Optimization exercise on an open flow, not production practice.
RTL: at most simulated, not proved equivalent.
Function not checked: runs 2 and 6 to 8.
Power: default activity.

File: design.v
module HP_FP_Pipelined_Adder (  
	input clk,
	input rst,
	input [15:0] in1,
	input [15:0] in2,
	input enable,
	output reg done,
	output [15:0] sum
);
	function automatic [13:0] skaddx14(input [13:0] a, input [13:0] b, input x);
		reg [13:0] g, p, G, P;
		integer i, l, j;
		begin
			g = a & b; p = a ^ b;
			G = g; P = p;
			for (l = 0; l < 4; l = l + 1)
				for (i = 0; i < 14; i = i + 1)
					if ((i >> l) & 1) begin
						j = ((i >> l) << l) - 1;
						G[i] = G[i] | (P[i] & G[j]);
						P[i] = P[i] & P[j];
					end
			skaddx14 = (p ^ {14{x}}) ^ {G[12:0], 1'b0};
		end
	endfunction
	reg busy;
	reg [18:0] R;
	wire [15:0] x1 = R[15:0];
	wire [15:0] x2 = in2;
	wire [4:0] e1 = x1[14:10];
	wire [4:0] e2 = x2[14:10];
	wire [10:0] ma1 = {|x1[14:0], x1[9:0]};
	wire [10:0] ma2 = {|x2[14:0], x2[9:0]};
	wire [5:0] d12 = {1'b0, e1} - {1'b0, e2};
	wire [4:0] d21 = e2 - e1;
	wire gt = d12[5];                  
	wire eq = (e1 == e2);
	wire [4:0] d = gt ? d21 : d12[4:0];
	wire swap = gt | (eq & (x2[9:0] > x1[9:0]));
	wire [10:0] mb = swap ? ma2 : ma1;
	wire [10:0] msr = swap ? ma1 : ma2;
	wire [4:0] eb = gt ? e2 : e1;
	wire [12:0] ms = {msr, 2'b00} >> d;
	wire sub = x1[15] ^ x2[15];
	wire [13:0] f = skaddx14({1'b0, mb, 2'b00} ^ {14{sub}}, {1'b0, ms}, sub);
	wire sb = swap ? x2[15] : x1[15];
	wire [4:0] er = R[17:13];
	wire [13:0] fr = {R[12:0], 1'b0};
	wire nz = |R[12:0];
	reg [13:0] lim;
	integer k;
	always @(*) for (k = 0; k < 14; k = k + 1) lim[k] = (er == 5'd12 - k);
	wire [13:0] mm = fr | lim;
	wire [15:0] m16 = {mm, 2'b11};
	wire [7:0] v1;
	wire [7:0] z1;
	wire [3:0] v2;
	wire [7:0] z2;
	wire [1:0] v3;
	wire [5:0] z3;
	genvar q;
	generate
		for (q = 0; q < 8; q = q + 1) begin : lz1
			assign v1[q] = m16[2*q+1] | m16[2*q];
			assign z1[q] = ~m16[2*q+1];
		end
		for (q = 0; q < 4; q = q + 1) begin : lz2
			assign v2[q] = v1[2*q+1] | v1[2*q];
			assign z2[2*q+1:2*q] = v1[2*q+1] ? {1'b0, z1[2*q+1]} : {1'b1, z1[2*q]};
		end
		for (q = 0; q < 2; q = q + 1) begin : lz3
			assign v3[q] = v2[2*q+1] | v2[2*q];
			assign z3[3*q+2:3*q] = v2[2*q+1] ? {1'b0, z2[4*q+3:4*q+2]} : {1'b1, z2[4*q+1:4*q]};
		end
	endgenerate
	wire [3:0] t = v3[1] ? {1'b0, z3[5:3]} : {1'b1, z3[2:0]};
	wire [13:0] ns = fr << t;
	wire [4:0] en = nz ? (er + 5'd1 - {1'b0, t}) : 5'd0;
	assign sum = {R[18] & nz, en, ns[12:3]};
	always @(posedge clk) begin
		if (busy) R <= {sb, eb, f[13:1]};
		else if (enable) R[15:0] <= in1;
	end
	always @(posedge clk) begin
		if (rst) begin
			busy <= 1'b0;
			done <= 1'b0;
		end else if (busy) begin
			busy <= 1'b0;
			done <= 1'b1;
		end else if (enable) begin
			busy <= 1'b1;
			done <= 1'b0;
		end
	end
endmodule
File: config.mk
export PLATFORM = sky130hd
export DESIGN_NAME = HP_FP_Pipelined_Adder
export DESIGN_NICKNAME = HP_FP_Pipelined_Adder
export VERILOG_FILES = /design/flow/design.v
export SDC_FILE = /design/flow/constraint.sdc
export NUM_CORES = 4
export LEC_CHECK = 0
export ABC_AREA = 1
export CAP_MARGIN = 20
export CORE_MARGIN = 2
export CORE_UTILIZATION = 30
export SETUP_SLACK_MARGIN = 1.5
export SLEW_MARGIN = 20
File: constraint.sdc
create_clock -name core_clock -period 6.0 [get_ports {clk}]
set_input_delay 1.2000 -clock core_clock [delete_from_list [all_inputs] [get_ports {clk}]]
set_output_delay 1.2000 -clock core_clock [all_outputs]
set_load 0.01 [all_outputs]
File: standard.sh
#!/bin/bash
# synth_recipe.tcl (not shown) runs the flow's synth.tcl, then flattens the netlist and writes it again
# the make line also repeats each setting of config.mk as NAME=value (left out here)
make -C /OpenROAD-flow-scripts/flow DESIGN_CONFIG=/design/flow/config.mk WORK_HOME=/design/flow/orfs CLKGATE_MAP_FILE= SYNTH_SCRIPT=/design/flow/synth_recipe.tcl "${@:-finish}"
File: flow/run.sh
#!/bin/bash
# Standard layout with two changes:
# - synthesis is the standard synthesis script, run without ORFS's
#   full/half-adder extraction (ADDER_MAP_FILE empty), so that ABC maps the
#   arithmetic together with the rest of the logic; registers are mapped and
#   named exactly as in the standard synthesis;
# - the port buffers use a small fast buffer instead of the default
#   delay-buffer cell.
set -euo pipefail
W=$PWD
export BUFFER_PORTS_ARGS="-buffer_cell sky130_fd_sc_hd__buf_1"
make -C "$FLOW_HOME" DESIGN_CONFIG=$W/config.mk WORK_HOME=$W/orfs CLKGATE_MAP_FILE= SYNTH_SCRIPT=$W/synth_recipe.tcl ADDER_MAP_FILE= synth > synth.log 2>&1
bash standard.sh > standard.log 2>&1
==> impl_metrics.toml, run 1 <==
[worst_setup_path]
r2r-start = "R[10]"
crit_chain = "buf_4, nor2_1, nand2_1, o21ai_0, nor2_1, inv_1, a2111oi_4, nand2_1, inv_2, nand2_1, nand2_2, nand2_1, o21ai_0, mux2i_1, nor2_1, a2111o_1, buf_1"
arrival_ps = 3050
crit_path_start_kind = "register"
max_stage_delay_ps = 400
crit_required_ps = 4800
reg2reg_depth = 26
crit_type = "reg -> out"
crit_slowest_cell = "edfxtp_1"
crit_fanout = 12
cpMostUsedCell = "nand2_1"
end_kind = "output port"
rrSetupSlack_ps = 2330
r2r-end = "R[11]"
crit_family = "simple AND/OR/NAND/NOR gates"
critPathBufInv = 4
cp.depth = 17

[yosys]
synth-edff-count = 19
synth_area_per_cell_um2 = 5.58
netlist.area_leader.share_pct = 21.3
async_reset_ff_share_pct = 0
yosysWarnings = 1
synthDistinctLibCells = 50
synth_area_leaders = "nand2_1, edfxtp_1, nand3_1"
syn-cell-area_um2 = 3990
yosysSeqAreaShare_pct = 15.3
dominantRegCellSynth = "edfxtp_1"
ys_seq_elements = 21
syn_nets = 749
yosysTopAreaCell = "nand2_1"
synth_cells = 714

[placement]
port_buffers = 51
hpwl_um = 9940
globalplace.congestion = 0.963

[clocking]
clk_pin_slew_ps = 60
clk_latency_ps = 250
cts_buffer_depth = 2
cts_tree = "yes"
clockRootBuffer = "clkbuf_16"
htreeDepth = 1
cts.sinks = 21
cts_buffers = 3
cts_hold_buffers = 0

[final_layout]
filler_cell_count = 1484
final_util_pct = 35.1
final_cell_mix = "nand2_1, nand3_1, inv_1"
seq_area_um2 = 611
nets = 801
final_common_cell = "nand2_1"
syn2layout_area_growth_pct = 15.3
antenna_cells = 0
drive_gt1_share_pct = 12.2
multi_input_area_um2 = 2980

[sta]
drv_slew = 0
clock_skew_ps = 4.34
timing.final.crit_period_ps = 4250
holdWs_ps = 494
slew_headroom_pct = 50.8
hold_violations = 0
final.setup.tns_ps = 0
tightest_slew_ps = 736
rsz0062_at_grt = "true"
setup_violations = 0
fin_crit_sh_pct = 70.8
fmax_mhz = 235

[grt]
grt_util_all_layers_pct = 17.2
antenna_found_initial = 0
grt_pass1_vias = 4183
overflow = 0
grt_first_pass_wirelength_um = 20400
grt_max_degree = 34

[worst_hold_path]
holdPathEnd = "done"
hp-class = "reg -> reg"
holdCritStartpoint = "done"
whs_path_depth = 2

[pwr]
power.total_mw = 1.39
intPower_uw = 628
p_sw_share_pct = 54.8
pwr-share-clk_pct = 10.2
leakagePower_nw = 2.28
vdd_drop_max_mv = 0.126
p_comb_share_pct = 73.7
power_switching_uw = 762
powerDensity_nw_per_um2 = 303
seqPwrFrac_pct = 16.1

[floorplanning]
coreArea_um2 = 13100
fp.dieW_um = 119
die-area_um2 = 14200
ios = 52
placementRows = 42
die_h_um = 119
initial_core_util_pct = 30.5

[route]
wl_per_cell_um = 13.1
drt_wl_total_um = 12300
routed_via_density = 4.83
num_vias = 4541
drt_first_pass_iters = 4
ant_nets = 0
drc_errors = 0
drt-initial-drc-count = 346

[status]
status = "no timing/DRC/antenna violations"

[run]
drv_cap = 0
## Yosys cell counts (2+ instances only)
| cell type | number |
|---|---|
| nand2_1 | 226 |
| nand3_1 | 88 |
| inv_1 | 85 |
| nor2_1 | 62 |
| o21ai_0 | 44 |
| a21oi_1 | 25 |
| xor2_1 | 25 |
| edfxtp_1 | 19 |
| inv_2 | 15 |
| nand2_2 | 13 |
| xnor2_1 | 10 |
| nand4_1 | 8 |
| clkbuf_1 | 7 |
| nor2_2 | 7 |
| o21ai_1 | 6 |
| buf_2 | 5 |
| buf_6 | 5 |
| nor3_1 | 5 |
| nor4_1 | 5 |
| a31oi_1 | 4 |
| mux2i_1 | 4 |
| nand2_4 | 4 |
| o211ai_1 | 4 |
| a21oi_2 | 3 |
| buf_4 | 3 |
| a211oi_1 | 2 |
| a21boi_0 | 2 |
| a21boi_1 | 2 |
| a21o_1 | 2 |
| dfxtp_1 | 2 |
| o221ai_1 | 2 |
| o31ai_1 | 2 |
## what timing repair did
item	4_1_cts	5_1_grt
pin swaps	0	3
gates cloned	0	1
buffers inserted	0	14
setup endpoints to repair	16	26
gates resized for setup	5	32
## power by group through the flow
| stage | logic [mW] | clock network (mW) | registers [mW] |
|---|---|---|---|
| after global placement | 0.966 | 0 | 0.225 |
| final | 1.02 | 0.142 | 0.223 |
| after global routing | 1.17 | 0.151 | 0.225 |
| after detailed placement | 0.966 | 0 | 0.225 |
| after floorplan | 0.794 | 0 | 0.206 |
| after CTS | 0.976 | 0.148 | 0.222 |
## worst max path at each step
stage | startpoint | to | slack, ps
final | R[15] | sum[9] | 1750
after global routing | R[14] | sum[14] | 1480
after CTS | R[15] | sum[14] | 1510
after detailed placement | in2[10] | R[8] | 1150
after global placement | in2[10] | R[11] | 1200
after floorplan | R[15] | sum[14] | 2100
## tightest hold or removal path: stages, from the launching register on
cell	delay [ps]
dfxtp_1	320
a21oi_1	60
nor2_1	70
## logic make-up (layout without fill, tap and decap cells)
kind of cell,count (synthesis),count (layout),synth area share [%]
muxes,4,4,1.00
buffers and inverters,122,172,12.9
xor gates and xnor gates,36,36,8.38
AOI/OAI and AO/OA,106,106,15.7
DFF,21,21,15.3
and+or+nand+nor,425,426,46.6
## stage by stage
stage,cells,setup slack [ps],instance area (um2)
5_1_grt,941,1480,4590
2_1_floorplan,714,2100,3990
6_report,941,1750,4590
3_5_place_dp,922,1150,4280
4_1_cts,926,1510,4380
3_3_place_gp,922,1200,4280
## state kept, by name, indices dropped and copies added (netlist names)
register  count
R            19
busy          1
done          1
## layout make-up
class	instances	share of cell area [%]
multi-input cells	572	64.8
clock buffers	3	1.63
repair buffers	67	6.94
clock inverters	1	0.109
inverters	101	8.44
flip-flops and latches	21	13.3
well taps	176	4.79
## layer usage
metal  share of wire (%)  track usage (%)  vias to the layer above
li1                    -                -                     2422
met1                  50             25.0                     1983
met2                  44             27.9                      120
met3                 4.8             1.39                       16
met4                 1.6             3.87                        0
met5                   0                0                        -
Testbench counts, summed over its fixed seeds: cycles 6,400, items 3,200.
==> run 2: changes to the inputs <==
--- a/design.v
+++ b/design.v
@@ -77,3 +77,5 @@
 	wire [13:0] ns = fr << t;
-	wire [4:0] en = nz ? (er + 5'd1 - {1'b0, t}) : 5'd0;
+	wire [4:0] er2 = er + 5'd2;
+	wire [13:0] es = skaddx14({9'd0, er2}, {9'd0, ~{1'b0, t}}, 1'b0);
+	wire [4:0] en = nz ? es[4:0] : 5'd0;
 	assign sum = {R[18] & nz, en, ns[12:3]};
--- a/config.mk
+++ b/config.mk
@@ -10,3 +10,3 @@
 export CORE_MARGIN = 2
-export CORE_UTILIZATION = 30
+export CORE_UTILIZATION = 40
 export SETUP_SLACK_MARGIN = 1.5
==> run 2 against run 1 <==
Effect of this change:
- sequential share of layout area is 0.33 points higher
- worst setup slack worse by 17 ps
- wire length is 0.47% lower
- fmax is 0.40% lower
- final cell count is 3.8% lower
- non-clock buffer count is 2 lower
==> impl_metrics.toml, run 2 <==
[clocking]
htreeDepth = 1
clk_pin_slew_ps = 80
cts_hold_buffers = 0
clk_latency_ps = 260
cts_tree = "yes"
clockRootBuffer = "clkbuf_8"
cts_buffer_depth = 2
cts.sinks = 21
cts_buffers = 3

[yosys]
synth_cells = 721
async_reset_ff_share_pct = 0
synth_area_per_cell_um2 = 5.57
synth-edff-count = 19
ys_seq_elements = 21
yosysTopAreaCell = "nand2_1"
yosysWarnings = 1
synthTopCellsByCount = "nand2_1, nand3_1, inv_1, nor2_1, o21ai_0"
netlist.area_leader.share_pct = 20.7
yosysSeqAreaShare_pct = 15.2
syn_nets = 756
syn-cell-area_um2 = 4020
dominantRegCellSynth = "edfxtp_1"
post-synth-top-count-cell = "nand2_1"
synth_area_leaders = "nand2_1, edfxtp_1, nand3_1"
synthDistinctLibCells = 47

[route]
drt_wl_total_um = 12300
wl_per_cell_um = 13.6
routed_via_density = 5.25
ant_nets = 0
num_vias = 4749
drt_first_pass_iters = 6
drc_errors = 0
drt-initial-drc-count = 299

[worst_setup_path]
cp.depth = 19
crit_chain = "nor2_1, inv_1, nor2_4, nand2_1, nand2_1, inv_1, nand2_1, inv_1, nand2_2, nor2_1, a211oi_2, nand2_4, buf_4, nand2_1, o21ai_0, o21ai_1, o221ai_1, or2_2, buf_1"
crit_type = "reg -> out"
cpMostUsedCell = "nand2_1"
max_stage_delay_ps = 470
end_kind = "output port"
crit_slowest_cell = "edfxtp_1"
crit_fanout = 11
crit_path_end = "sum[8]"
crit_path_start_kind = "register"
crit_family = "simple AND/OR/NAND/NOR gates"
reg2reg_depth = 23
r2r-end = "R[9]"
rrSetupSlack_ps = 2320
crit_required_ps = 4800
critPathBufInv = 5
startpoint = "R[13]"
r2r-start = "R[10]"
arrival_ps = 3070

[pwr]
power.total_mw = 1.34
vdd_drop_max_mv = 0.163
p_comb_share_pct = 76.2
seqPwrFrac_pct = 16.5
intPower_uw = 580
powerDensity_nw_per_um2 = 299
p_sw_share_pct = 56.7
pwr-share-clk_pct = 7.3
power_switching_uw = 760
leakagePower_nw = 2.24

[final_layout]
nets = 808
largest_reg_flops = 19
drive_gt1_share_pct = 12.4
antenna_cells = 0
final_util_pct = 45.9
final_common_cell = "nand2_1"
final_cell_mix = "nand2_1, nand3_1, inv_1"
top_regs = "R (19), busy (1), done (1)"
design_area_um2 = 4480
final_cells = 905
syn2layout_area_growth_pct = 11.7
top_register = "R"
filler_cell_count = 1088

[worst_hold_path]
hp-class = "reg -> reg"

[floorplanning]
placementRows = 36
coreArea_um2 = 9770
ios = 52
fp.dieW_um = 104
die-area_um2 = 10900
die_h_um = 104
initial_core_util_pct = 41.1

[sta]
clock_skew_ps = 3.70
fmax_mhz = 234
fin_ws_ps = 1730
timing.final.crit_period_ps = 4270
fin_crit_sh_pct = 71.1
slew_headroom_pct = 46.7
setup_violations = 0
holdWs_ps = 503
final.setup.tns_ps = 0
drv_slew = 0
hold_violations = 0
rsz0062_at_grt = "true"
tightest_slew_ps = 798

[grt]
grt_first_pass_wirelength_um = 20400
antenna_found_initial = 0
grt_max_degree = 34
overflow = 0
grt_util_all_layers_pct = 22.4
grt_pass1_vias = 4281

[placement]
port_buffers = 51
globalplace.congestion = 0.936
post_dp_cell_area_um2 = 4240
placedCellCount = 887
dp_slack_ps = 1260
hpwl_um = 9970

[status]
status = "no timing/DRC/antenna violations"

[run]
drv_cap = 0
## run 2: cell count changes after synthesis, moves of 4 or more
cell,previous run,this run
o21ai_0,44,49
clkbuf_1,7,3
nor2_1,62,55
nand2_2,13,18
o21ai_1,6,13
nand2_1,226,221
## run 2: layer usage
layer	wire length [um]	vias to the layer above	track usage [%]
met2	5600	170	38.4
met4	245	0	4.83
met1	5720	2115	31.1
met5	0	-	0
met3	717	22	1.44
li1	-	2442	-
## run 2: worst reg2reg max path, stage by stage (launching register included)
cell and delay, ps:
edfxtp_1 530, inv_1 180, nor2_2 230, nor2_4 80, inv_2 170, nor2_1 60
nand3_1 100, a21oi_2 60, nand2_4 160, nand2_8 160, nand2_1 120, nand3_1 70
nand2_1 130, nand2_1 60, a21oi_1 230, nand3b_1 150, nand2_1 190, o21ai_0 120
a21oi_1 230, nand2_4 110, nand2_1 100, nand3_1 70, nand3_1 80, nand2_1 60
## run 2: area by class of cell
| cell class | count | area, um2 | area share [%] |
|---|---|---|---|
| clock inverter | 1 | 7.51 | 0.167 |
| multi-input combinational | 578 | 2970 | 66.2 |
| clock buffer | 3 | 41.3 | 0.921 |
| sequential | 21 | 611 | 13.6 |
| tap | 133 | 166 | 3.71 |
| timing repair buffer | 65 | 299 | 6.67 |
| inverter | 104 | 393 | 8.76 |
## run 2: kinds of logic after synthesis
group,after synthesis,share of synthesized area (%)
AND/OR/NAND/NOR,426,47.4
multiplexers,1,0.249
AO/OA/AOI/OAI,114,15.7
flip-flops,21,15.2
buffers and inverters,123,13.6
XOR/XNOR,36,7.85
## run 2: power groups by stage
stage          clock [mW]  sequential, mW  combinational [mW]
2_1_floorplan           0           0.202               0.799
3_3_place_gp            0           0.224               0.963
3_5_place_dp            0           0.225               0.972
4_1_cts            0.0996           0.219               0.990
5_1_grt             0.106           0.224                1.16
6_report           0.0974           0.221                1.02
## run 2: how the worst min path moves through the flow
stage	startpoint	end	slack [ps]	cells past startpoint
6_report	done	done	500	2
5_1_grt	done	done	580	2
4_1_cts	done	done	510	2
3_5_place_dp	done	done	490	2
3_3_place_gp	done	done	470	2
2_1_floorplan	busy	R[16]	490	0
## run 2: repair_timing
item                       CTS  global route
cloned                       0             1
buffers inserted             7             6
pin swaps                    1             4
gates resized for setup      5            27
setup endpoints to repair    5            18
==> run 3: changes to the inputs <==
--- a/design.v
+++ b/design.v
@@ -77,5 +77,3 @@
 	wire [13:0] ns = fr << t;
-	wire [4:0] er2 = er + 5'd2;
-	wire [13:0] es = skaddx14({9'd0, er2}, {9'd0, ~{1'b0, t}}, 1'b0);
-	wire [4:0] en = nz ? es[4:0] : 5'd0;
+	wire [4:0] en = nz ? (er + 5'd1 - {1'b0, t}) : 5'd0;
 	assign sum = {R[18] & nz, en, ns[12:3]};
--- a/config.mk
+++ b/config.mk
@@ -8,3 +8,3 @@
 export ABC_AREA = 1
-export CAP_MARGIN = 20
+export CAP_MARGIN = 5
 export CORE_MARGIN = 2
@@ -12,2 +12,2 @@
 export SETUP_SLACK_MARGIN = 1.5
-export SLEW_MARGIN = 20
+export SLEW_MARGIN = 5
==> run 3 against run 2 <==
Effect of this change:
- still clean on timing, DRC and antenna
- non-clock buffer count is 1 higher
- clock power is 4.1% lower
- count of clock-buffer cells in the layout stayed put
- fmax hardly changed
- sequential cell count stayed put
- clock skew is 5.8 ps higher
- via count is 1.7% lower
- worst setup slack worse by 1.0 ps
- synthesized cell count is 0.97% lower
- first-iteration DRC count is 6.7% higher
- critical path type unchanged
- critical endpoint is now sum[14]
==> impl_metrics.toml, run 3 <==
[status]
status = "no timing/DRC/antenna violations"

[grt]
antenna_found_initial = 0
grt_max_degree = 34
grt_util_all_layers_pct = 22.7
grt_first_pass_wirelength_um = 20400
grt_pass1_vias = 4250
overflow = 0

[floorplanning]
initial_core_util_pct = 41.0
coreArea_um2 = 9730
die-area_um2 = 10800
fp.dieW_um = 104
die_h_um = 104
placementRows = 36
ios = 52

[clocking]
htreeDepth = 1
cts_hold_buffers = 0
cts.sinks = 21
cts_buffers = 3
cts_tree = "yes"
clk_pin_slew_ps = 80
clk_latency_ps = 260
clockRootBuffer = "clkbuf_8"
cts_buffer_depth = 2

[final_layout]
filler_cell_count = 1115
drive_gt1_share_pct = 11.5
largest_reg_flops = 19
nets = 799
top_register = "R"
syn2layout_area_growth_pct = 12.6
antenna_cells = 0
final_common_cell = "nand2_1"
top_regs = "R (19), busy (1), done (1)"
final_util_pct = 46.2
final_cell_mix = "nand2_1, nand3_1, inv_1"

[worst_setup_path]
crit_chain = "inv_2, nor2_1, a21oi_2, inv_1, nor2_1, inv_1, a2111oi_4, nand2_1, inv_2, nand2_1, nand2_4, clkinvlp_4, nor2_1, nor2_1, inv_1, a31oi_2, nor2_1, inv_1, a21oi_1, nor3_1, clkbuf_2"
r2r-start = "R[10]"
r2r-end = "R[8]"
crit_fanout = 7
max_stage_delay_ps = 450
cpMostUsedCell = "nor2_1"
crit_path_start_kind = "register"
end_kind = "output port"
crit_slowest_cell = "edfxtp_1"
crit_required_ps = 4800
reg2reg_depth = 23
rrSetupSlack_ps = 2310
crit_type = "reg -> out"
arrival_ps = 3070

[placement]
port_buffers = 51
hpwl_um = 10400
globalplace.congestion = 0.957

[yosys]
synthDistinctLibCells = 50
synth_area_per_cell_um2 = 5.58
synth_area_leaders = "nand2_1, edfxtp_1, nand3_1"
yosysWarnings = 1
yosysTopAreaCell = "nand2_1"
ys_seq_elements = 21
syn_nets = 749
synth-edff-count = 19
async_reset_ff_share_pct = 0
muxShareOfSynthArea_pct = 1.00
yosysSeqAreaShare_pct = 15.3
synth_xor_area_share_pct = 8.38
netlist.area_leader.share_pct = 21.3
synth_fa_ha_area_share_pct = 0
synth_cells = 714
synth_compound_area_share_pct = 15.7
post-synth-top-count-cell = "nand2_1"
synth_top_family_by_area = "simple AND/OR/NAND/NOR gates"
yosys.area_share.simple_pct = 46.6
syn-cell-area_um2 = 3990
dominantRegCellSynth = "edfxtp_1"
synthTopCellsByCount = "nand2_1, nand3_1, inv_1, nor2_1, o21ai_0"

[route]
ant_nets = 0
wl_per_cell_um = 14.3
num_vias = 4667
drt_wl_total_um = 12800
drt-initial-drc-count = 319
routed_via_density = 5.21
drc_errors = 0
drt_first_pass_iters = 6

[run]
drv_cap = 0

[sta]
slew_headroom_pct = 45.7
tightest_slew_ps = 814
clock_skew_ps = 9.46
fin_crit_sh_pct = 71.1
timing.final.crit_period_ps = 4270
final.setup.tns_ps = 0
setup_violations = 0
fmax_mhz = 234
hold_violations = 0
rsz0062_at_grt = "false"
drv_slew = 0

[worst_hold_path]
holdCritStartpoint = "done"
whs_path_depth = 2
hp-class = "reg -> reg"
holdPathEnd = "done"

[pwr]
p_sw_share_pct = 57.0
seqPwrFrac_pct = 16.9
pwr-share-clk_pct = 6.9
vdd_drop_max_mv = 0.147
leakagePower_nw = 2.25
power_switching_uw = 770
intPower_uw = 581
powerDensity_nw_per_um2 = 301
p_comb_share_pct = 76.2
[run 3: changes by cell type after synthesis, sizes merged, moves of 2 or more]
cell,delta
o21ai,-12
nor2,+5
a21oi,-3
mux2i,+3
or2,-3
a21boi,+2
inv,-2
nand3,-2
nor4,+2
o22ai,-2
[run 3: logic make-up after synthesis]
| group | count (synthesis) |
|---|---|
| buf+inv | 122 |
| xor+xnor | 36 |
| flops | 21 |
| compound gates | 106 |
| simple gates | 425 |
| mux | 4 |
[run 3: worst max-delay path by stage]
stage	end	slack, ps	start
after global routing	sum[14]	1440	R[15]
final	sum[14]	1730	R[15]
after global placement	R[11]	1230	in2[10]
after floorplan	sum[14]	2100	R[15]
after CTS	sum[9]	1500	R[15]
after detailed placement	R[11]	1170	in2[10]
[run 3: per-layer routing]
metal	up-vias	routed length (um)	GRT usage (%)
li1	2418	-	-
met1	2071	6120	32.3
met2	162	5860	37.9
met3	16	655	1.20
met4	0	153	4.92
met5	-	0	0
[run 3: power groups by stage]
stage / clock, mW / combinational [mW] / sequential (mW)
after global routing: 0.100 / 1.16 / 0.229
after CTS: 0.0972 / 0.986 / 0.226
after floorplan: 0 / 0.794 / 0.206
final: 0.0934 / 1.03 / 0.228
after detailed placement: 0 / 0.973 / 0.229
after global placement: 0 / 0.967 / 0.228
[run 3: through the flow]
step	total power [mW]	hold WS [ps]	instance area, um2	setup slack [ps]	cells
4_1_cts	1.31	519	4300	1500	883
3_3_place_gp	1.20	469	4220	1230	878
5_1_grt	1.49	544	4490	1440	896
6_report	1.35	508	4490	1730	896
3_5_place_dp	1.20	498	4220	1170	878
2_1_floorplan	1.00	503	3990	2100	714
[run 3: critical path: cells and delay by family, from the launching register on]
kind / cells / cell delay, ps
buf+inv: 8 / 800
flops: 1 / 450
compound gates: 4 / 650
simple gates: 9 / 900
[run 3: area by class of cell]
| cell class | instances | area, um2 | area share [%] |
|---|---|---|---|
| inverter | 101 | 388 | 8.64 |
| sequential | 21 | 611 | 13.6 |
| tap | 133 | 166 | 3.71 |
| multi-input combinational | 571 | 2970 | 66.2 |
| clock inverter | 1 | 5.00 | 0.111 |
| timing repair buffer | 66 | 308 | 6.85 |
| clock buffer | 3 | 41.3 | 0.919 |
[run 3: what timing repair did]
item,CTS,global route
pin swaps,0,3
resized for setup,9,24
setup buffers,1,13
setup endpoints to repair,18,26
Testbench counts of run 3, summed over its fixed seeds: cycles 6,400, items 3,200.
==> run 4: changes to the inputs <==
--- a/config.mk
+++ b/config.mk
@@ -8,6 +8,6 @@
 export ABC_AREA = 1
-export CAP_MARGIN = 5
+export CAP_MARGIN = 20
 export CORE_MARGIN = 2
 export CORE_UTILIZATION = 40
-export SETUP_SLACK_MARGIN = 1.5
-export SLEW_MARGIN = 5
+export SETUP_SLACK_MARGIN = 1.4
+export SLEW_MARGIN = 20
==> run 4 against run 3 <==
Effect of this change:
- area after synthesis unchanged
- final cell count down 0.22%
- hold slack better by 0.74 ps
- synthesized cell count unchanged
- wire length up 0.13%
- clock skew about the same
- total power down 0.79%
- register-to-register slack worse by 40 ps
- largest cell class unchanged
==> impl_metrics.toml, run 4 <==
[status]
status = "no timing/DRC/antenna violations"

[sta]
drv_slew = 0
setup_violations = 0
clock_skew_ps = 9.14
fin_crit_sh_pct = 72.6
fin_ws_ps = 1640
tightest_slew_ps = 834
timing.final.crit_period_ps = 4360
hold_violations = 0
rsz0062_at_grt = "false"
holdWs_ps = 509
fmax_mhz = 229
final.setup.tns_ps = 0
slew_headroom_pct = 44.3

[final_layout]
final_cell_mix = "nand2_1, nand3_1, inv_1"
final_util_pct = 45.7
antenna_cells = 0
design_area_um2 = 4450
final_common_cell = "nand2_1"
filler_cell_count = 1108
syn2layout_area_growth_pct = 11.6
final_cells = 894
drive_gt1_share_pct = 10.4
top_register = "R"
nets = 797
top_regs = "R (19), busy (1), done (1)"
largest_reg_flops = 19

[placement]
dp_slack_ps = 1170
port_buffers = 51
placedCellCount = 878
hpwl_um = 10400
post_dp_cell_area_um2 = 4220
globalplace.congestion = 0.957

[route]
num_vias = 4681
ant_nets = 0
wl_per_cell_um = 14.3
drt-initial-drc-count = 311
routed_via_density = 5.24
drt_first_pass_iters = 5
drt_wl_total_um = 12800
drc_errors = 0

[yosys]
post-synth-top-count-cell = "nand2_1"
yosysSeqAreaShare_pct = 15.3
synth_area_leaders = "nand2_1, edfxtp_1, nand3_1"
dominantRegCellSynth = "edfxtp_1"
synthTopCellsByCount = "nand2_1, nand3_1, inv_1, nor2_1, o21ai_0"
ys_seq_elements = 21
synthDistinctLibCells = 50
synth_cells = 714
synth_area_per_cell_um2 = 5.58
netlist.area_leader.share_pct = 21.3
async_reset_ff_share_pct = 0
synth-edff-count = 19
yosysWarnings = 1
yosysTopAreaCell = "nand2_1"
syn_nets = 749
syn-cell-area_um2 = 3990

[floorplanning]
die_h_um = 104
coreArea_um2 = 9730
ios = 52
fp.dieW_um = 104
initial_core_util_pct = 41.0
placementRows = 36
die-area_um2 = 10800

[pwr]
powerDensity_nw_per_um2 = 301
leakagePower_nw = 2.23
power.total_mw = 1.34
vdd_drop_max_mv = 0.147

[run]
drv_cap = 0

[worst_setup_path]
crit_fanout = 24
crit_family = "simple AND/OR/NAND/NOR gates"
crit_slowest_cell = "edfxtp_1"
arrival_ps = 3160
crit_required_ps = 4800
crit_path_start_kind = "register"
end_kind = "output port"
crit_chain = "buf_4, inv_2, nor2_1, nand2_1, o21ai_0, a211oi_1, nand2_1, o211ai_1, nand2_1, nand2_4, inv_1, nor2_1, a31oi_1, nor2_1, nor3b_1, nor3_1, buf_1"
max_stage_delay_ps = 480
critPathBufInv = 4
crit_type = "reg -> out"

[clocking]
htreeDepth = 1
clockRootBuffer = "clkbuf_8"
cts_buffers = 3
cts_tree = "yes"
clk_pin_slew_ps = 80
cts_hold_buffers = 0
cts.sinks = 21
clk_latency_ps = 260
cts_buffer_depth = 2

[grt]
grt_util_all_layers_pct = 22.6
grt_first_pass_wirelength_um = 20400
antenna_found_initial = 0
grt_max_degree = 34
grt_pass1_vias = 4240
overflow = 0

[worst_hold_path]
hp-class = "reg -> reg"
run 4: changes by cell type in the layout (fill, tap and decap cells not counted), sizes merged:
cell,previous run,this run
clkbuf,6,4
run 4: final timing paths:
check / from / endpoint / slack (ps) / cells after the start
max reg2reg: R[10] / R[8] / 2270 / 20
max: R[13] / sum[14] / 1640 / 17
min: done / done / 510 / 2
min reg2reg: done / done / 510 / 2
run 4: what timing repair did:
action / in CTS / in global routing
buffers inserted: 0 / 12
endpoints found under the setup margin: 7 / 26
pin swaps: 0 / 2
resized for setup: 4 / 20
hold endpoints to repair: 0 / 0
run 4: area by class of cell:
type	instances	area [um2]	area share (%)
Multi-Input combinational cell	571	2950	66.2
Sequential cell	21	611	13.7
Inverter	101	388	8.72
Timing Repair Buffer	64	290	6.53
Tap cell	133	166	3.74
Clock buffer	3	41.3	0.928
Clock inverter	1	5.00	0.113
run 4: kinds of logic (layout without fill, tap and decap cells):
| logic type | Yosys count | in the layout | synth area share [%] |
|---|---|---|---|
| XOR/XNOR | 36 | 36 | 8.38 |
| flip-flops | 21 | 21 | 15.3 |
| AND/OR/NAND/NOR | 425 | 425 | 46.6 |
| multiplexers | 4 | 4 | 1.00 |
| AO/OA/AOI/OAI | 106 | 106 | 15.7 |
| buffers and inverters | 122 | 169 | 12.9 |
run 4: power by group:
part | total, mW | switching, mW | internal [mW]
Combinational | 1.02 | 0.675 | 0.344
Clock | 0.0930 | 0.0468 | 0.0462
Sequential | 0.228 | 0.0419 | 0.186
run 4: per-layer routing:
metal	global-route usage (%)	routed length (um)
met1	32.4	6170
met2	37.7	5810
met3	1.20	676
met4	4.92	146
met5	0	0
run 4: tightest hold or removal path, cell delays in order (launching register included):
cell     delay (ps)
dfxtp_1         340
a21oi_1          70
nor2_1           70
==> run 5: changes to the inputs <==
--- a/flow/run.sh
+++ b/flow/run.sh
@@ -10,3 +10,3 @@
 W=$PWD
-export BUFFER_PORTS_ARGS="-buffer_cell sky130_fd_sc_hd__buf_1"
+export BUFFER_PORTS_ARGS="-buffer_cell sky130_fd_sc_hd__buf_2"
 make -C "$FLOW_HOME" DESIGN_CONFIG=$W/config.mk WORK_HOME=$W/orfs CLKGATE_MAP_FILE= SYNTH_SCRIPT=$W/synth_recipe.tcl ADDER_MAP_FILE= synth > synth.log 2>&1
--- a/config.mk
+++ b/config.mk
@@ -11,3 +11,3 @@
 export CORE_UTILIZATION = 40
-export SETUP_SLACK_MARGIN = 1.4
+export SETUP_SLACK_MARGIN = 1.5
 export SLEW_MARGIN = 20
==> run 5 against run 4 <==
Effect of this change:
- register-to-register slack worse by 70 ps
- highest routed layer unchanged
- worst setup slack better by 45 ps
- area after synthesis unchanged
==> impl_metrics.toml, run 5 <==
[yosys]
synth_compound_area_share_pct = 15.7
yosysTopAreaCell = "nand2_1"
dominantRegCellSynth = "edfxtp_1"
synth_cells = 714
syn_nets = 749
synth-edff-count = 19
synth_top_family_by_area = "simple AND/OR/NAND/NOR gates"
synthDistinctLibCells = 50
async_reset_ff_share_pct = 0
muxShareOfSynthArea_pct = 1.00
synth_xor_area_share_pct = 8.38
netlist.area_leader.share_pct = 21.3
synthTopCellsByCount = "nand2_1, nand3_1, inv_1, nor2_1, o21ai_0"
yosys.area_share.simple_pct = 46.6
synth_area_per_cell_um2 = 5.58
yosysWarnings = 1
synth_area_leaders = "nand2_1, edfxtp_1, nand3_1"
syn-cell-area_um2 = 3990
post-synth-top-count-cell = "nand2_1"
ys_seq_elements = 21
yosysSeqAreaShare_pct = 15.3
synth_fa_ha_area_share_pct = 0

[clocking]
clk_latency_ps = 280
cts_tree = "yes"
clk_pin_slew_ps = 100
cts.sinks = 21
clockRootBuffer = "clkbuf_8"
cts_buffers = 3
htreeDepth = 1
cts_buffer_depth = 2

[placement]
placedCellCount = 878
globalplace.congestion = 0.973
hpwl_um = 10500
port_buffers = 51

[route]
num_vias = 4776
drc_errors = 0
wl_per_cell_um = 14.5
ant_nets = 0
routed_via_density = 5.28
drt-initial-drc-count = 331
drt_wl_total_um = 13100
drt_first_pass_iters = 7

[grt]
grt_max_degree = 34
grt_util_all_layers_pct = 23.2
grt_busiest_layer = "met2"
met2_usage_pct = 39.8
overflow = 0
antenna_found_initial = 0
grt_first_pass_wirelength_um = 20800
met1_usage_pct = 31.9
grt_pass1_vias = 4357
met3_usage_pct = 1.38

[sta]
rsz0062_at_grt = "true"
hold_violations = 0
final.setup.tns_ps = 0
holdWs_ps = 535
timing.final.crit_period_ps = 4310
drv_slew = 0
fmax_mhz = 232
clock_skew_ps = 22.4
slew_headroom_pct = 44.9
fin_crit_sh_pct = 71.9
setup_violations = 0
tightest_slew_ps = 826

[floorplanning]
initial_core_util_pct = 41.0
ios = 52
die-area_um2 = 10800
die_h_um = 104
coreArea_um2 = 9730
placementRows = 36
fp.dieW_um = 104

[worst_setup_path]
crit_slowest_cell = "edfxtp_1"
crit_chain = "buf_4, nor2_1, nand2_1, o21ai_1, nor2_2, nand2_1, nor2_1, a211oi_2, buf_4, nand2_4, nand2_1, o21ai_0, mux2i_1, nor2_1, a2111o_1, buf_2"
max_stage_delay_ps = 430
crit_path_start_kind = "register"
crit_fanout = 12
arrival_ps = 3110
end_kind = "output port"
crit_type = "reg -> out"
crit_required_ps = 4800

[final_layout]
final_cells = 904
antenna_cells = 0
final_common_cell = "nand2_1"
syn2layout_area_growth_pct = 15.9
top_register = "R"
final_cell_mix = "nand2_1, nand3_1, inv_1"
nets = 807
drive_gt1_share_pct = 18.8
top_regs = "R (19), busy (1), done (1)"
largest_reg_flops = 19

[pwr]
powerDensity_nw_per_um2 = 299
leakagePower_nw = 2.42
vdd_drop_max_mv = 0.156

[status]
status = "no timing/DRC/antenna violations"

[worst_hold_path]
hp-class = "reg -> reg"

[run]
drv_cap = 0
run 5: what timing repair did:
action | CTS | global route
pin swaps | 0 | 6
buffers inserted | 3 | 17
gates cloned | 0 | 2
endpoints found under the hold margin | 0 | 0
hold buffers | 0 | 0
resized for setup | 9 | 23
setup endpoints to repair | 18 | 21
run 5: per-stage QoR:
stage	setup WS, ps	area, um2	total power, mW	utilization (%)
after global routing	1450	4620	1.52	47.5
after global placement	1220	4280	1.20	44.0
final	1690	4620	1.38	47.5
after floorplan	2100	3990	1.00	-
after detailed placement	1150	4280	1.21	44.0
after CTS	1550	4390	1.33	45.1
run 5: final cells by class:
| type | count | area, um2 |
|---|---|---|
| sequential | 21 | 611 |
| clock inverter | 1 | 7.51 |
| inverter | 101 | 388 |
| timing repair buffer | 72 | 413 |
| tap | 133 | 166 |
| fill | 1064 | 5110 |
| clock buffer | 3 | 41.3 |
| multi-input combinational | 573 | 2990 |
run 5: critical path: cells and delay by family (launching register included):
family                 cells  cell delay [ps]
muxes                      1              230
buffers and inverters      3              490
DFF                        1              430
and+or+nand+nor            8              730
AOI/OAI and AO/OA          4              940
run 5: where the power goes:
| group | total, mW | switching (mW) | internal (mW) |
|---|---|---|---|
| logic | 1.05 | 0.685 | 0.368 |
| registers | 0.227 | 0.0412 | 0.186 |
| clock network | 0.102 | 0.0546 | 0.0471 |
run 5: cells by family after synthesis:
| kind of cell | Yosys count |
|---|---|
| compound gates | 106 |
| xor+xnor | 36 |
| buf+inv | 122 |
| flops | 21 |
| mux | 4 |
| simple gates | 425 |
run 5: layer usage:
| layer | up-vias | share of wire (%) | wire length, um |
|---|---|---|---|
| met2 | 156 | 46 | 6060 |
| met1 | 2180 | 47 | 6210 |
| li1 | 2427 | - | - |
| met3 | 13 | 5.3 | 691 |
| met4 | 0 | 1.2 | 160 |
| met5 | - | 0 | 0 |
run 5: path summary, 6_finish.rpt:
path,startpoint,slack [ps],endpoint,cells past startpoint
hold / removal,done,530,done,2
setup / recovery,R[15],1690,sum[9],16
setup reg to reg,R[10],2200,R[8],26
hold reg to reg,done,530,done,2
==> run 6: changes to the inputs <==
--- a/design.v
+++ b/design.v
@@ -76,3 +76,6 @@
 	wire [3:0] t = v3[1] ? {1'b0, z3[5:3]} : {1'b1, z3[2:0]};
-	wire [13:0] ns = fr << t;
+	wire [13:0] n8 = t[3] ? {fr[5:0], 8'd0} : fr;
+	wire [13:0] n4 = t[2] ? {n8[9:0], 4'd0} : n8;
+	wire [13:0] n2 = t[1] ? {n4[11:0], 2'd0} : n4;
+	wire [13:0] ns = t[0] ? {n2[12:0], 1'd0} : n2;
 	wire [4:0] en = nz ? (er + 5'd1 - {1'b0, t}) : 5'd0;
--- a/flow/run.sh
+++ b/flow/run.sh
@@ -10,3 +10,3 @@
 W=$PWD
-export BUFFER_PORTS_ARGS="-buffer_cell sky130_fd_sc_hd__buf_2"
+export BUFFER_PORTS_ARGS="-buffer_cell sky130_fd_sc_hd__buf_1"
 make -C "$FLOW_HOME" DESIGN_CONFIG=$W/config.mk WORK_HOME=$W/orfs CLKGATE_MAP_FILE= SYNTH_SCRIPT=$W/synth_recipe.tcl ADDER_MAP_FILE= synth > synth.log 2>&1
==> run 6 against run 5 <==
Effect of this change:
- largest power group unchanged
- non-clock buffer count shrank 7
- global-route usage grew 0.46 points
- total power shrank 1.4%
- clock skew shrank 17 ps
- sequential power shrank 3%
- cell area shrank 1.9%
- still clean on timing, DRC and antenna
- final cell count shrank 1.5%
- combinational power is essentially flat
- worst setup slack lost 4.5 ps
==> impl_metrics.toml, run 6 <==
[status]
status = "no timing/DRC/antenna violations"

[clocking]
cts_buffer_depth = 2
clk_latency_ps = 260
htreeDepth = 1
cts_hold_buffers = 0
clk_pin_slew_ps = 80
cts_tree = "yes"
clockRootBuffer = "clkbuf_8"
cts_buffers = 3
cts.sinks = 21

[sta]
rsz0062_at_grt = "false"
fmax_mhz = 232
timing.final.crit_period_ps = 4320
fin_ws_ps = 1680
hold_violations = 0
drv_slew = 0
clock_skew_ps = 5.02
tightest_slew_ps = 823
final.setup.tns_ps = 0
slew_headroom_pct = 45.1
setup_violations = 0
fin_crit_sh_pct = 72.0

[yosys]
yosysSeqAreaShare_pct = 15.5
yosysWarnings = 1
synthDistinctLibCells = 48
async_reset_ff_share_pct = 0
syn_nets = 741
syn-cell-area_um2 = 3940
synthTopCellsByCount = "nand2_1, nand3_1, inv_1, nor2_1, o21ai_0"
synth_fa_ha_area_share_pct = 0.254
synth_compound_area_share_pct = 14.7
muxShareOfSynthArea_pct = 0.763
netlist.area_leader.share_pct = 21.9
yosys.area_share.simple_pct = 48.6
synth_xor_area_share_pct = 8.01
post-synth-top-count-cell = "nand2_1"
yosysTopAreaCell = "nand2_1"
dominantRegCellSynth = "edfxtp_1"
ys_seq_elements = 21
synth_area_per_cell_um2 = 5.58
synth-edff-count = 19
synth_cells = 706
synth_top_family_by_area = "simple AND/OR/NAND/NOR gates"
synth_area_leaders = "nand2_1, edfxtp_1, nand3_1"

[pwr]
vdd_drop_max_mv = 0.183
power_switching_uw = 776
p_comb_share_pct = 76.8
leakagePower_nw = 2.22
powerDensity_nw_per_um2 = 301
pwr-share-clk_pct = 7.0
p_sw_share_pct = 56.9
power.total_mw = 1.36
intPower_uw = 588
seqPwrFrac_pct = 16.2

[worst_hold_path]
whs_path_depth = 2
hp-class = "reg -> reg"

[placement]
globalplace.congestion = 0.978
hpwl_um = 10100
post_dp_cell_area_um2 = 4190
dp_slack_ps = 1180
port_buffers = 51

[final_layout]
largest_reg_flops = 19
antenna_cells = 0
syn2layout_area_growth_pct = 15.1
final_cell_mix = "nand2_1, nand3_1, inv_1"
multi_input_area_um2 = 3040
design_area_um2 = 4530
top_regs = "R (19), busy (1), done (1)"
drive_gt1_share_pct = 12.9
seq_area_um2 = 611
top_register = "R"
nets = 793
filler_cell_count = 1086
final_common_cell = "nand2_1"

[worst_setup_path]
end_kind = "output port"
crit_type = "reg -> out"
rrSetupSlack_ps = 2290
crit_fanout = 5
crit_required_ps = 4800
crit_path_start_kind = "register"
arrival_ps = 3120
reg2reg_depth = 25

[route]
routed_via_density = 5.28
drt_first_pass_iters = 5
drc_errors = 0
ant_nets = 0
drt_wl_total_um = 12700
drt-initial-drc-count = 327
num_vias = 4701
wl_per_cell_um = 14.3

[grt]
overflow = 0
antenna_found_initial = 0
grt_first_pass_wirelength_um = 20200
grt_pass1_vias = 4250
grt_max_degree = 34
grt_util_all_layers_pct = 23.6

[floorplanning]
fp.dieW_um = 103
coreArea_um2 = 9680
die_h_um = 103
ios = 52
placementRows = 36
die-area_um2 = 10700
initial_core_util_pct = 40.6

[run]
drv_cap = 0
[run 6: critical path, cell delays in order, from the launching register on]
cell      delay (ps)
edfxtp_1         490
buf_4            200
nor2_4           140
nand2_2          110
o31ai_2          220
inv_1            120
nand4_4          140
inv_4             60
nand2_1          120
o211ai_4         120
nor2_2           120
nor2_1            50
inv_1             60
nand2_1           90
maj3_2           330
nor2_2           100
nor3b_1           60
nor3_1           160
clkbuf_2         160
[run 6: worst paths after layout]
path	startpoint	endpoint
worst max-delay path	R[14]	sum[14]
worst min-delay path	done	done
worst max register to register	R[10]	R[10]
worst min register to register	done	done
[run 6: cell families (layout without fill, tap and decap cells)]
logic type	Yosys count	in the layout
buf+inv	116	166
compound gates	98	98
flops	21	21
xor+xnor	36	36
simple gates	431	432
mux	3	3
fa+ha+maj	1	1
[run 6: timing repair]
| action | in CTS | in global routing |
|---|---|---|
| setup buffers | 7 | 5 |
| cloned | 0 | 1 |
| pin swaps | 1 | 6 |
| endpoints found under the setup margin | 6 | 14 |
| resized for setup | 13 | 36 |
[run 6: layer usage]
metal	up-vias	wire length [um]	GRT usage (%)
li1	2404	-	-
met5	-	0	0
met4	0	182	3.64
met3	20	711	2.02
met1	2129	6060	33.4
met2	148	5770	40.2
[run 6: power by group through the flow]
stage,Clock [mW],Sequential (mW),Combinational (mW)
final,0.0950,0.221,1.05
after global routing,0.104,0.222,1.18
after CTS,0.0964,0.219,1.01
after detailed placement,0,0.223,0.989
after global placement,0,0.223,0.974
after floorplan,0,0.203,0.802
[run 6: cell type report]
class / instances / share of cell area [%]
Multi-Input combinational cell: 570 / 67.0
Sequential cell: 21 / 13.5
Inverter: 97 / 8.31
Timing Repair Buffer: 65 / 6.57
Tap cell: 133 / 3.67
Clock buffer: 4 / 0.994
[run 6: through the flow]
| stage | utilization [%] | cells | hold WS [ps] |
|---|---|---|---|
| 5_1_grt | 46.8 | 890 | 541 |
| 4_1_cts | 44.9 | 884 | 517 |
| 3_3_place_gp | 43.3 | 873 | 474 |
| 6_report | 46.8 | 890 | 507 |
| 3_5_place_dp | 43.3 | 873 | 499 |
| 2_1_floorplan | - | 706 | 503 |
==> run 7: changes to the inputs <==
--- a/design.v
+++ b/design.v
@@ -42,5 +42,6 @@
 	wire [4:0] eb = gt ? e2 : e1;
-	wire [12:0] ms = {msr, 2'b00} >> d;
+	wire [12:0] ms = {msr & {11{busy}}, 2'b00} >> d;
 	wire sub = x1[15] ^ x2[15];
-	wire [13:0] f = skaddx14({1'b0, mb, 2'b00} ^ {14{sub}}, {1'b0, ms}, sub);
+	wire [13:0] fa = busy ? {1'b0, mb, 2'b00} ^ {14{sub}} : {in1[12:0], 1'b0};
+	wire [13:0] f = skaddx14(fa, {1'b0, ms}, sub & busy);
 	wire sb = swap ? x2[15] : x1[15];
@@ -76,12 +77,7 @@
 	wire [3:0] t = v3[1] ? {1'b0, z3[5:3]} : {1'b1, z3[2:0]};
-	wire [13:0] n8 = t[3] ? {fr[5:0], 8'd0} : fr;
-	wire [13:0] n4 = t[2] ? {n8[9:0], 4'd0} : n8;
-	wire [13:0] n2 = t[1] ? {n4[11:0], 2'd0} : n4;
-	wire [13:0] ns = t[0] ? {n2[12:0], 1'd0} : n2;
+	wire [13:0] ns = fr << t;
 	wire [4:0] en = nz ? (er + 5'd1 - {1'b0, t}) : 5'd0;
 	assign sum = {R[18] & nz, en, ns[12:3]};
-	always @(posedge clk) begin
-		if (busy) R <= {sb, eb, f[13:1]};
-		else if (enable) R[15:0] <= in1;
-	end
+	always @(posedge clk)
+		if (busy | enable) R <= {sb, busy ? eb : {2'b00, in1[15:13]}, f[13:1]};
 	always @(posedge clk) begin
==> run 7 against run 6 <==
Effect of this change:
- global-route usage rose by 0.18 points
- critical path depth rose by 2
- area after synthesis rose by 3.4%
- non-clock buffer count rose by 3
- utilization rose by 0.83 points
- clock power rose by 13%
- wire length rose by 8.5%
- register-to-register slack got worse by 60 ps
- largest cell class unchanged
- highest routed layer unchanged
==> impl_metrics.toml, run 7 <==
[final_layout]
design_area_um2 = 4680
syn2layout_area_growth_pct = 14.9
final_util_pct = 47.6
largest_reg_flops = 19
top_register = "R"
nets = 802
antenna_cells = 0
seq_area_um2 = 611
multi_input_area_um2 = 3170
drive_gt1_share_pct = 15.9
filler_cell_count = 1081
final_cell_mix = "nand2_1, nand3_1, inv_1"
top_regs = "R (19), busy (1), done (1)"
final_common_cell = "nand2_1"

[worst_hold_path]
hp-class = "reg -> reg"
holdPathEnd = "done"
whs_path_depth = 2
holdCritStartpoint = "done"

[yosys]
syn_nets = 747
dominantRegCellSynth = "edfxtp_1"
ys_seq_elements = 21
synthDistinctLibCells = 51
yosysWarnings = 1
synth_area_per_cell_um2 = 5.72
synth_area_leaders = "nand2_1, edfxtp_1, nand3_1"
post-synth-top-count-cell = "nand2_1"
yosysTopAreaCell = "nand2_1"
syn-cell-area_um2 = 4070
async_reset_ff_share_pct = 0
yosysSeqAreaShare_pct = 15.0
synth_cells = 712
synthTopCellsByCount = "nand2_1, nand3_1, inv_1, nor2_1, o21ai_0"
synth-edff-count = 19
netlist.area_leader.share_pct = 19.6

[floorplanning]
coreArea_um2 = 9820
ios = 52
placementRows = 36
die_h_um = 105
initial_core_util_pct = 41.5
fp.dieW_um = 105
die-area_um2 = 11000

[worst_setup_path]
critPathBufInv = 5
crit_required_ps = 4800
crit_slowest_cell = "edfxtp_1"
r2r-start = "R[10]"
end_kind = "output port"
arrival_ps = 3230
max_stage_delay_ps = 500
r2r-end = "R[8]"
crit_type = "reg -> out"
reg2reg_depth = 22
crit_chain = "nor2_2, nand2_1, o31ai_2, nor2_1, nand3_1, nor2_4, inv_1, nor2_4, nor2_4, inv_4, nand2_2, nand2_1, maj3_1, inv_1, nand2_1, clkinv_1, nor2_2, o21ai_1, a21oi_1, clkbuf_2"
crit_path_start_kind = "register"
rrSetupSlack_ps = 2230
crit_family = "simple AND/OR/NAND/NOR gates"
crit_fanout = 11

[sta]
holdWs_ps = 531
timing.final.crit_period_ps = 4430
drv_slew = 0
slew_headroom_pct = 39.4
rsz0062_at_grt = "true"
hold_violations = 0
fmax_mhz = 226
final.setup.tns_ps = 0
setup_violations = 0
clock_skew_ps = 4.77
tightest_slew_ps = 907
fin_crit_sh_pct = 73.8

[clocking]
cts_hold_buffers = 0
clk_pin_slew_ps = 100
htreeDepth = 1
clockRootBuffer = "clkbuf_8"
clk_latency_ps = 280
cts_buffer_depth = 2
cts_tree = "yes"
cts_buffers = 3
cts.sinks = 21

[grt]
grt_util_all_layers_pct = 23.8
grt_pass1_vias = 4308
grt_first_pass_wirelength_um = 21400
grt_max_degree = 35
overflow = 0
antenna_found_initial = 0

[placement]
post_dp_cell_area_um2 = 4330
port_buffers = 51
globalplace.congestion = 1.02
hpwl_um = 10600

[route]
routed_via_density = 5.44
drt_first_pass_iters = 5
drt-initial-drc-count = 394
wl_per_cell_um = 15.4
drt_wl_total_um = 13800
ant_nets = 0
drc_errors = 0
num_vias = 4889

[run]
drv_cap = 0

[pwr]
vdd_drop_max_mv = 0.202
leakagePower_nw = 2.23
powerDensity_nw_per_um2 = 397

[status]
status = "no timing/DRC/antenna violations"
-- run 7: changes by cell type in the layout (fill, tap and decap cells not counted), sizes merged, moves of 3 or more --
| cell | change |
|---|---|
| o21ai | +19 |
| nand2 | -10 |
| nand4 | +8 |
| nand3 | -6 |
| a31oi | -4 |
| o21bai | +4 |
| o22ai | -4 |
| xor2 | +4 |
| buf | +3 |
| inv | -3 |
| nor2 | -3 |
| o2111ai | +3 |
| xnor2 | -3 |
-- run 7: logic make-up (layout without fill, tap and decap cells) --
family,Yosys count,count (layout),share of synthesized area (%)
simple gates,419,420,47.0
compound gates,115,116,17.2
buf+inv,115,167,11.6
xor+xnor,37,37,7.96
flops,21,21,15.0
mux,4,4,0.984
fa+ha+maj,1,1,0.246
-- run 7: worst max-delay path by stage --
stage	start	to	slack (ps)	cells past startpoint
floorplan	R[15]	sum[14]	2220	20
global placement	in2[10]	R[10]	1200	23
detailed placement	in2[10]	R[8]	1200	23
CTS	R[15]	sum[14]	1490	21
global route	R[13]	sum[14]	1390	20
finish	R[13]	sum[14]	1570	20
-- run 7: layout make-up --
| type | count | share of cell area, % |
|---|---|---|
| Tap cell | 133 | 3.56 |
| Multi-Input combinational cell | 578 | 67.7 |
| Inverter | 95 | 7.78 |
| Sequential cell | 21 | 13.1 |
| Timing Repair Buffer | 68 | 6.85 |
| Clock buffer | 3 | 0.883 |
| Clock inverter | 1 | 0.161 |
-- run 7: report_power, final --
part | switching, mW | internal (mW)
logic | 0.957 | 0.477
clock network | 0.0593 | 0.0472
registers | 0.0835 | 0.235
total | 1.10 | 0.759
-- run 7: worst reg2reg max path: stages (launching register included) --
cell and delay [ps]:
edfxtp_1 520, inv_1 180, nor2_2 100, nor2_4 350
nand4_1 250, a21oi_2 210, nand2_4 150, nand2_8 210
nand2_1 110, nand3_1 110, nand2_1 80, nand3_1 120
nand3_1 140, nand3_1 130, nand2_1 60, nand2_1 130
nand3_1 100, nor2_1 140, nand3_2 110, nand2_4 120
nand2_2 60, nand3_1 70, nand2_1 60
-- run 7: routing by layer --
layer	up-vias	share of wire [%]	GRT usage, %
li1	2462	-	-
met1	2225	45	32.0
met2	176	47	40.2
met3	26	4.6	1.75
met4	0	2.7	8.10
met5	-	0	0
-- run 7: per-stage QoR --
step / instances / worst slack, ps / power, mW
3_3_place_gp: 878 / 1200 / 1.61
2_1_floorplan: 712 / 2220 / 1.32
3_5_place_dp: 878 / 1200 / 1.63
5_1_grt: 899 / 1390 / 2.03
4_1_cts: 885 / 1490 / 1.75
6_report: 899 / 1570 / 1.86
-- run 7: repair_timing --
| item | CTS | global route |
|---|---|---|
| pin swaps | 1 | 6 |
| gates resized for setup | 10 | 36 |
| setup endpoints to repair | 9 | 12 |
| gates cloned | 1 | 1 |
| endpoints found under the hold margin | 0 | 0 |
| setup buffers | 2 | 13 |
==> run 8: changes to the inputs <==
==> flow/run.sh (replaced) <==
#!/bin/bash
# Standard layout, but the port buffers use a small fast buffer instead of the
# default delay-buffer cell.
set -euo pipefail
export BUFFER_PORTS_ARGS="-buffer_cell sky130_fd_sc_hd__buf_1"
bash standard.sh > standard.log 2>&1
--- a/config.mk
+++ b/config.mk
@@ -11,3 +11,3 @@
 export CORE_UTILIZATION = 40
-export SETUP_SLACK_MARGIN = 1.5
+export SETUP_SLACK_MARGIN = 1.0
 export SLEW_MARGIN = 20
==> run 8 against run 7 <==
Effect of this change:
- first-iteration DRC count shrank 27%
- critical path depth fell by 6
- combinational power down 9%
- wire length decreased by 12%
- cell area down 2.0%
- global-route usage fell by 2.7 points
- clock skew is 1.5 ps higher
- fmax shrank 7.3%
- count of clock-buffer cells in the layout unchanged
- sequential cell count unchanged
- critical path type unchanged
- worst setup slack got worse by 350 ps
- still clean on timing, DRC and antenna
==> impl_metrics.toml, run 8 <==
[status]
status = "no timing/DRC/antenna violations"

[yosys]
syn_nets = 714
dominantRegCellSynth = "edfxtp_1"
syn-cell-area_um2 = 4100
synth-edff-count = 19
ys_seq_elements = 21
yosysWarnings = 1
yosysTopAreaCell = "edfxtp_1"
synth_area_per_cell_um2 = 6.43
async_reset_ff_share_pct = 0
synth_cells = 638
yosysSeqAreaShare_pct = 14.9
netlist.area_leader.share_pct = 13.9
synthTopCellsByCount = "nand2_1, inv_1, o21ai_0, nor2_1"
synth_area_leaders = "edfxtp_1, nand2_1, ha_1"
synthDistinctLibCells = 50
post-synth-top-count-cell = "nand2_1"

[floorplanning]
coreArea_um2 = 9860
die_h_um = 105
ios = 52
placementRows = 36
die-area_um2 = 11100
fp.dieW_um = 105
initial_core_util_pct = 41.6

[placement]
placedCellCount = 802
hpwl_um = 9730
post_dp_cell_area_um2 = 4340
globalplace.congestion = 0.950
port_buffers = 51
dp_slack_ps = 718

[pwr]
p_comb_share_pct = 77.0
leakagePower_nw = 2.24
powerDensity_nw_per_um2 = 367
p_sw_share_pct = 56.5
power.total_mw = 1.68
intPower_uw = 732
power_switching_uw = 950
vdd_drop_max_mv = 0.148
seqPwrFrac_pct = 16.9
pwr-share-clk_pct = 6.1

[final_layout]
drive_gt1_share_pct = 11.4
final_common_cell = "nand2_1"
nets = 769
final_cells = 825
design_area_um2 = 4580
largest_reg_flops = 19
antenna_cells = 0
syn2layout_area_growth_pct = 11.6
top_register = "R"
final_cell_mix = "nand2_1, inv_1, o21ai_0"
top_regs = "R (19), busy (1), done (1)"

[route]
drt_first_pass_iters = 5
ant_nets = 0
drc_errors = 0
wl_per_cell_um = 14.8
drt-initial-drc-count = 289
num_vias = 4420
drt_wl_total_um = 12200
routed_via_density = 5.36

[worst_setup_path]
crit_fanout = 15
r2r-end = "R[12]"
r2r-start = "R[12]"
critPathBufInv = 3
crit_chain = "inv_1, o21ai_0, nor2_1, inv_1, nor4_1, nand2_1, nand2_2, ha_1, ha_1, a21o_1, a21oi_1, xor2_1, nor2_1, buf_1"
crit_required_ps = 4800
max_stage_delay_ps = 460
crit_path_start_kind = "register"
crit_type = "reg -> out"
crit_slowest_cell = "edfxtp_1"
end_kind = "output port"
arrival_ps = 3580
rrSetupSlack_ps = 1680
reg2reg_depth = 21
crit_family = "simple AND/OR/NAND/NOR gates"

[sta]
fin_ws_ps = 1220
timing.final.crit_period_ps = 4780
tightest_slew_ps = 1030
setup_violations = 0
fmax_mhz = 209
drv_slew = 0
final.setup.tns_ps = 0
rsz0062_at_grt = "true"
clock_skew_ps = 6.31
fin_crit_sh_pct = 79.6
slew_headroom_pct = 31.1
hold_violations = 0

[grt]
antenna_found_initial = 0
grt_first_pass_wirelength_um = 19200
overflow = 0
grt_pass1_vias = 3946
grt_util_all_layers_pct = 21.2
grt_max_degree = 35

[clocking]
cts_buffer_depth = 2
clk_pin_slew_ps = 90
cts_hold_buffers = 0
cts.sinks = 21
cts_tree = "yes"
cts_buffers = 3
htreeDepth = 1
clockRootBuffer = "clkbuf_8"
clk_latency_ps = 270

[worst_hold_path]
whs_path_depth = 2
holdPathEnd = "done"
hp-class = "reg -> reg"
holdCritStartpoint = "done"

[run]
drv_cap = 0
-- run 8: worst reg2reg max path: stages, from the launching register on --
cell and delay, ps:
edfxtp_1 490, inv_1 120, ha_2 450, nand2_2 80, inv_2 60, nand4_1 180, nand3_4 240, buf_4 160
nand3_1 60, o21ai_1 140, xor2_2 170, or2_2 400, nor3_1 330, ha_1 320, inv_1 90, o21ai_0 90
a21oi_1 350, nand2_8 110, nand2_2 80, nand2_1 50, nand2_1 60, nand2_1 40
-- run 8: layout make-up --
class | count | area, um2
tap | 133 | 166
clock inverter | 1 | 7.51
timing repair buffer | 71 | 342
clock buffer | 3 | 41.3
multi-input combinational | 498 | 3040
fill | 1033 | 5280
inverter | 98 | 372
sequential | 21 | 611
-- run 8: layer usage --
layer  up-vias  global-route usage [%]  part of all wire [%]  wire [um]
li1       2247                       -                     -          -
met1      2004                    30.8                    49       5920
met2       148                    34.1                    44       5350
met3        21                    1.73                   5.7        693
met4         0                    4.38                   1.9        230
met5         -                       0                     0          0
-- run 8: through the flow --
stage / util (%) / hold slack [ps]
global placement: 43.9 / 470
CTS: 44.4 / 522
finish: 46.4 / 517
detailed placement: 43.9 / 499
global route: 46.4 / 576
floorplan: - / 530
-- run 8: power by group through the flow --
stage	clock network, mW	registers (mW)	logic [mW]
floorplan	0	0.253	0.969
global placement	0	0.288	1.21
detailed placement	0	0.289	1.22
CTS	0.105	0.285	1.22
global route	0.111	0.287	1.45
finish	0.103	0.284	1.30
-- run 8: logic make-up after synthesis --
group / synth area share [%]
and+or+nand+nor: 33.6
AOI/OAI and AO/OA: 17.5
buffers and inverters: 12.6
adders and majority gates: 13.0
xor gates and xnor gates: 7.90
DFF: 14.9
muxes: 0.488
-- run 8: timing repair --
item,4_1_cts,5_1_grt
buffers inserted,0,17
resized for setup,0,13
setup endpoints to repair,0,14
-- run 8: worst max path at each step --
stage / from / endpoint / depth (start not counted)
final: R[8] / sum[14] / 14
after global routing: in2[8] / R[6] / 28
after CTS: in2[12] / R[12] / 27
after detailed placement: in2[12] / R[12] / 27
after global placement: in2[12] / R[12] / 27
after floorplan: in2[12] / R[12] / 22
==> run 9: changes to the inputs <==
--- a/design.v
+++ b/design.v
@@ -42,6 +42,5 @@
 	wire [4:0] eb = gt ? e2 : e1;
-	wire [12:0] ms = {msr & {11{busy}}, 2'b00} >> d;
+	wire [12:0] ms = {msr, 2'b00} >> d;
 	wire sub = x1[15] ^ x2[15];
-	wire [13:0] fa = busy ? {1'b0, mb, 2'b00} ^ {14{sub}} : {in1[12:0], 1'b0};
-	wire [13:0] f = skaddx14(fa, {1'b0, ms}, sub & busy);
+	wire [13:0] f = skaddx14({1'b0, mb, 2'b00} ^ {14{sub}}, {1'b0, ms}, sub);
 	wire sb = swap ? x2[15] : x1[15];
@@ -80,4 +79,6 @@
 	assign sum = {R[18] & nz, en, ns[12:3]};
-	always @(posedge clk)
-		if (busy | enable) R <= {sb, busy ? eb : {2'b00, in1[15:13]}, f[13:1]};
+	always @(posedge clk) begin
+		if (busy) R <= {sb, eb, f[13:1]};
+		else if (enable) R[15:0] <= in1;
+	end
 	always @(posedge clk) begin
==> run 9 against run 8 <==
Effect of this change:
- still clean
- non-clock buffer count up 4
- critical path depth up 5
- final cell count up 1.8%
- synthesized cell count up 1.3%
- sequential share of layout area about the same
- count of clock-buffer cells in the layout unchanged
- sequential power down 24%
- fmax up 1.3%
- clock skew down 3.6 ps
- global-route usage up 0.39 points
- critical path type unchanged
- critical endpoint is now sum[13]
- largest cell class unchanged
==> impl_metrics.toml, run 9 <==
[worst_setup_path]
cpMostUsedCell = "inv_1"
crit_path_start_kind = "register"
critPathBufInv = 7
max_stage_delay_ps = 490
crit_chain = "inv_1, nor2_1, inv_1, o21ai_0, nor2_1, nand2_1, inv_1, nand3_2, inv_2, nand2_1, o211ai_1, inv_2, ha_1, inv_1, ha_1, fa_1, xnor2_1, nor2_1, buf_1"
arrival_ps = 3510
end_kind = "output port"
crit_required_ps = 4800
crit_type = "reg -> out"
crit_fanout = 10
crit_family = "adder cells"
crit_slowest_cell = "edfxtp_1"

[route]
drt-initial-drc-count = 250
drc_errors = 0
routed_via_density = 5.21
drt_first_pass_iters = 4
drt_wl_total_um = 12100
ant_nets = 0
wl_per_cell_um = 14.4
num_vias = 4374

[sta]
final.setup.tns_ps = 0
setup_violations = 0
drv_slew = 0
slew_headroom_pct = 50.3
hold_violations = 0
rsz0062_at_grt = "true"
tightest_slew_ps = 744
timing.final.crit_period_ps = 4710
holdWs_ps = 524
clock_skew_ps = 2.72
fmax_mhz = 212
fin_crit_sh_pct = 78.6

[yosys]
synth_area_per_cell_um2 = 6.15
synth_cells = 646
yosysTopAreaCell = "nand2_1"
syn_nets = 722
syn-cell-area_um2 = 3970
async_reset_ff_share_pct = 0
synthDistinctLibCells = 43
post-synth-top-count-cell = "nand2_1"
netlist.area_leader.share_pct = 14.7
ys_seq_elements = 21
yosysSeqAreaShare_pct = 15.4
dominantRegCellSynth = "edfxtp_1"
synth-edff-count = 19
synthTopCellsByCount = "nand2_1, inv_1, nand3_1, o21ai_0, nor2_1"
synth_area_leaders = "nand2_1, edfxtp_1, ha_1"
yosysWarnings = 1

[grt]
grt_pass1_vias = 3918
overflow = 0
grt_util_all_layers_pct = 21.5
antenna_found_initial = 0
grt_first_pass_wirelength_um = 19200
grt_max_degree = 34

[final_layout]
top_regs = "R (19), busy (1), done (1)"
top_register = "R"
final_cell_mix = "nand2_1, inv_1, nand3_1"
final_util_pct = 46.9
drive_gt1_share_pct = 10.5
final_common_cell = "nand2_1"
largest_reg_flops = 19
final_cells = 840
antenna_cells = 0
nets = 784
syn2layout_area_growth_pct = 14.9

[floorplanning]
die_h_um = 104
die-area_um2 = 10700
placementRows = 36
coreArea_um2 = 9730
ios = 52
initial_core_util_pct = 40.8
fp.dieW_um = 104

[pwr]
leakagePower_nw = 2.25
vdd_drop_max_mv = 0.221
powerDensity_nw_per_um2 = 324

[clocking]
clockRootBuffer = "clkbuf_8"
clk_pin_slew_ps = 80
cts_buffer_depth = 2
cts.sinks = 21
htreeDepth = 1
cts_tree = "yes"
cts_hold_buffers = 0
cts_buffers = 3
clk_latency_ps = 260

[worst_hold_path]
hp-class = "reg -> reg"

[placement]
placedCellCount = 812
hpwl_um = 9650
globalplace.congestion = 0.886
port_buffers = 51

[status]
status = "no timing/DRC/antenna violations"

[run]
drv_cap = 0
==> run 9: timing repair <==
action                     CTS  global route
setup endpoints to repair    6            15
cloned                       0             2
resized for setup            2            20
setup buffers                1            21
pin swaps                    0             4
==> run 9: report_power, final <==
part	internal [mW]	switching, mW	total [mW]
registers	0.189	0.0281	0.217
logic	0.427	0.742	1.17
clock network	0.0463	0.0487	0.0950
total	0.663	0.819	1.48
==> run 9: cells by family after synthesis <==
group / count (synthesis) / share of synthesized area, %
AO/OA/AOI/OAI: 116 / 16.8
buffers and inverters: 121 / 12.1
XOR/XNOR: 32 / 7.24
flip-flops: 21 / 15.4
adder cells (fa/ha/maj): 41 / 13.5
AND/OR/NAND/NOR: 315 / 35.0
==> run 9: path summary, 6_finish.rpt <==
path | from | end | slack (ps) | depth (start not counted)
hold / removal | done | done | 520 | 2
hold reg to reg | done | done | 520 | 2
setup reg to reg | R[12] | R[8] | 1800 | 20
setup / recovery | R[13] | sum[13] | 1290 | 19
==> run 9: layout make-up <==
class / count / area, um2
Multi-Input combinational cell: 506 / 2960
Fill cell: 1115 / 5160
Clock inverter: 1 / 5.00
Timing Repair Buffer: 75 / 400
Tap cell: 133 / 166
Inverter: 101 / 383
Sequential cell: 21 / 611
Clock buffer: 3 / 41.3
==> run 9: per-layer routing <==
metal	track usage [%]	wire length, um
met4	4.44	172
met5	0	0
met3	1.38	480
met2	36.4	5680
met1	30.4	5770
==> run 9: worst min-delay path, stage by stage (launching register included) <==
cell,delay (ps)
dfxtp_1,340
a21oi_1,70
nor2_1,70
==> run 9: per-stage QoR <==
step	setup slack (ps)	power [mW]	cell area, um2
after floorplan	1440	1.07	3970
after global placement	799	1.30	4240
after detailed placement	669	1.31	4240
after CTS	1010	1.42	4310
after global routing	990	1.64	4570
final	1290	1.48	4570
Testbench counts of run 9, summed over its fixed seeds: cycles 6,400, items 3,200.
